What follows belongs to an exercise in optimizing a design on an open flow for small area and a short achievable clock period; a production flow would make more cautious choices. The clock port is modelled as an ideal driver; clocking choices that lean on that would not hold on a real chip. Power figures rest on the tool's default switching activity, not on a simulated workload.

==> module fifo29, before the edit <==
module fifo29(
    input Clk,
    input [31:0] dataIn,
    input RD,
    input WR,
    input EN,
    input Rst,
    output reg [31:0] dataOut,
    output reg EMPTY,
    output reg FULL
);
reg [31:0] FIFO [7:0];
reg [7:0] rdPtr, wrPtr;
reg notEmpty, notFull;
reg [7:0] rdOk;
wire act = EN && !Rst;
wire hold = !EN;
wire clear = EN && Rst;
wire [7:0] rdPtrInc = {rdPtr[6:0], rdPtr[7]};
wire [7:0] wrPtrInc = {wrPtr[6:0], wrPtr[7]};
wire oneWord = notEmpty & |(rdPtrInc & wrPtr);
wire oneSlot = notFull & |(wrPtrInc & rdPtr);
wire r = RD & notEmpty;
wire w = WR & notFull;
wire emptyAct = !w & (!notEmpty | (RD & oneWord));
wire fullAct = !r & (!notFull | (WR & oneSlot));
wire [7:0] rdPtrAct = r ? rdPtrInc : rdPtr;
wire [7:0] wrPtrAct = w ? wrPtrInc : wrPtr;
wire [7:0] rdOkAct = r ? (rdPtrInc & {8{w | !oneWord}}) : (rdPtr & {8{w | notEmpty}});
wire emptyNext = (act & emptyAct) | clear | (hold & !notEmpty);
wire fullNext = (act & fullAct) | (hold & !notFull);
always @(posedge Clk) begin
    rdPtr <= ({8{act}} & rdPtrAct) | ({8{hold}} & rdPtr) | {7'd0, clear};
    wrPtr <= ({8{act}} & wrPtrAct) | ({8{hold}} & wrPtr) | {7'd0, clear};
    rdOk <= ({8{act}} & rdOkAct) | ({8{hold}} & rdOk);
    notEmpty <= !emptyNext;
    notFull <= !fullNext;
    EMPTY <= emptyNext;
    FULL <= fullNext;
end
wire [7:0] wrSlot = {8{notFull}} & wrPtr;
wire [7:0] rdSlot = rdOk;
wire [31:0] wrEn [7:0];
wire [31:0] rdSel [7:0];
wire [31:0] rdHold;
genvar g, c;
generate
    for (c = 0; c < 2; c = c + 1) begin : gLane
        wire reqRd, reqWr;
        fifo29_req qr (.en(EN), .req(RD), .rst(Rst), .y(reqRd));
        fifo29_req qw (.en(EN), .req(WR), .rst(Rst), .y(reqWr));
        for (g = 0; g < 8; g = g + 1) begin : gWord
            fifo29_and2 gw (.a(reqWr), .b(wrSlot[g]), .y(wrEn[g][16*c]));
            fifo29_and2 gr (.a(reqRd), .b(rdSlot[g]), .y(rdSel[g][16*c]));
            assign wrEn[g][16*c+15:16*c+1] = {15{wrEn[g][16*c]}};
            assign rdSel[g][16*c+15:16*c+1] = {15{rdSel[g][16*c]}};
        end
        fifo29_nand2 gh (.a(reqRd), .b(notEmpty), .y(rdHold[16*c]));
        assign rdHold[16*c+15:16*c+1] = {15{rdHold[16*c]}};
    end
endgenerate
integer i, b;
always @(posedge Clk) begin
    for (i = 0; i < 8; i = i + 1)
        for (b = 0; b < 32; b = b + 1)
            if (wrEn[i][b])
                FIFO[i][b] <= dataIn[b];
end
wire [31:0] rdData;
genvar k;
generate
    for (k = 0; k < 32; k = k + 1) begin : gBit
        wire n0, n1, n2;
        fifo29_aoi222 g0 (.a0(FIFO[0][k]), .s0(rdSel[0][k]), .a1(FIFO[1][k]), .s1(rdSel[1][k]), .a2(FIFO[2][k]), .s2(rdSel[2][k]), .y(n0));
        fifo29_aoi222 g1 (.a0(FIFO[3][k]), .s0(rdSel[3][k]), .a1(FIFO[4][k]), .s1(rdSel[4][k]), .a2(FIFO[5][k]), .s2(rdSel[5][k]), .y(n1));
        fifo29_aoi222 g2 (.a0(FIFO[6][k]), .s0(rdSel[6][k]), .a1(FIFO[7][k]), .s1(rdSel[7][k]), .a2(dataOut[k]), .s2(rdHold[k]), .y(n2));
        assign rdData[k] = ~(n0 & n1 & n2);
    end
endgenerate
always @(posedge Clk)
    dataOut <= rdData;
endmodule
==> module fifo29_req, before the edit <==
module fifo29_req(
    input en, req, rst,
    output y
);
assign y = en & req & !rst;
endmodule
==> module fifo29_and2, before the edit <==
module fifo29_and2(
    input a, b,
    output y
);
assign y = a & b;
endmodule
==> module fifo29_nand2, before the edit <==
module fifo29_nand2(
    input a, b,
    output y
);
assign y = !(a & b);
endmodule
clock: 3.0 ns
lec_check: 0
cap_margin: 20
core_margin: 2
core_utilization: 55
setup_slack_margin: 1.6
slew_margin: 20
synth_hierarchical: 1
synth_minimum_keep_size: 0
tns_end_percent: 0
standard.sh (not shown) runs the stock make flow with config.mk's settings and CLKGATE_MAP_FILE= SYNTH_SCRIPT=/design/flow/synth_recipe.tcl, a recipe that flattens the netlist after the stock synthesis.
==> flow/flow/run.sh <==
#!/bin/bash
# The standard layout (standard.sh), with these changes:
#  - plain buffers (buf_2) instead of delay buffers on the ports;
#  - a hand-built two-level clock tree, made by flow/pre_cts.tcl before CTS;
#  - any extra ORFS make variables listed one per line in flow/extra_args.txt.
# ORFS's own logs stay under orfs/logs; make's output goes to flow.log.
set -euo pipefail
here=$(pwd)
args=("BUFFER_PORTS_ARGS=-buffer_cell sky130_fd_sc_hd__buf_2" "PRE_CTS_TCL=$here/flow/pre_cts.tcl")
if [[ -f flow/extra_args.txt ]]; then
  while IFS= read -r line; do
    [[ -n "$line" ]] && args+=("$line")
  done < flow/extra_args.txt
fi
bash standard.sh "${args[@]}" finish > flow.log 2>&1
Other scripts of this flow, unchanged in this note and not shown: flow/flow/mtree.tcl, flow/flow/pre_cts.tcl
The baseline completed without violations.
Rerun with:
--- a/flow/design.v
+++ b/flow/design.v
@@ -45,18 +45,15 @@
 wire [31:0] rdHold;
 genvar g, c;
 generate
     for (c = 0; c < 2; c = c + 1) begin : gLane
-        wire reqRd, reqWr;
-        fifo29_req qr (.en(EN), .req(RD), .rst(Rst), .y(reqRd));
-        fifo29_req qw (.en(EN), .req(WR), .rst(Rst), .y(reqWr));
         for (g = 0; g < 8; g = g + 1) begin : gWord
-            fifo29_and2 gw (.a(reqWr), .b(wrSlot[g]), .y(wrEn[g][16*c]));
-            fifo29_and2 gr (.a(reqRd), .b(rdSlot[g]), .y(rdSel[g][16*c]));
+            fifo29_gate4 gw (.en(EN), .req(WR), .rst(Rst), .ok(wrSlot[g]), .y(wrEn[g][16*c]));
+            fifo29_gate4 gr (.en(EN), .req(RD), .rst(Rst), .ok(rdSlot[g]), .y(rdSel[g][16*c]));
             assign wrEn[g][16*c+15:16*c+1] = {15{wrEn[g][16*c]}};
             assign rdSel[g][16*c+15:16*c+1] = {15{rdSel[g][16*c]}};
         end
-        fifo29_nand2 gh (.a(reqRd), .b(notEmpty), .y(rdHold[16*c]));
+        fifo29_nand4 gh (.en(EN), .req(RD), .rst(Rst), .ok(notEmpty), .y(rdHold[16*c]));
         assign rdHold[16*c+15:16*c+1] = {15{rdHold[16*c]}};
     end
 endgenerate
 integer i, b;
@@ -85,22 +82,16 @@
     output y
 );
 assign y = ~((a0 & s0) | (a1 & s1) | (a2 & s2));
 endmodule
-module fifo29_req(
-    input en, req, rst,
+module fifo29_gate4(
+    input en, req, rst, ok,
     output y
 );
-assign y = en & req & !rst;
+assign y = en & req & !rst & ok;
 endmodule
-module fifo29_and2(
-    input a, b,
+module fifo29_nand4(
+    input en, req, rst, ok,
     output y
 );
-assign y = a & b;
+assign y = !(en & req & !rst & ok);
 endmodule
-module fifo29_nand2(
-    input a, b,
-    output y
-);
-assign y = !(a & b);
-endmodule
- utilization came out higher by 2.2 points
- via count went up by 3.2%
- combinational power came out higher by 4.8%
- design area grows by 3.9%
- wire length rises by 1.0%
- setup slack improves by 93 ps
- sequential power barely changes
No run of this note included a check of the RTL's function; only the layout flow was run.

## separate check: timing with driven ports
How much do the figures lean on ideal ports? The routed layouts below were timed once more, with nothing changed but the port constraints. Step 1 sets driving cells, clkbuf_16 on the clock port and buf_2 on the other inputs (assumed; they add their load-dependent delay and slew). Step 2 adds t to the input delays and takes it off the output delays; t is the mean of the earliest and latest rising clock arrival at the registers after step 1. Input paths then give back, and output paths get back, about the clock's delay inside the block. Three values: ideal ports, drivers, drivers and shift; two values: the first two.
| run | t, ns | slack for setup (ns) | worst setup path after step 2 |
|---|---|---|---|
| the first run | 0.401 | 1.419 / 1.427 / 1.026 | input to register |
| the second run | 0.405 | 1.512 / 1.420 / 1.064 | input to register |
After both steps every run listed still meets setup and hold. For the second run, which loses most, drivers alone change the setup slack by -0.092 ns; drivers and shift together by -0.448 ns.
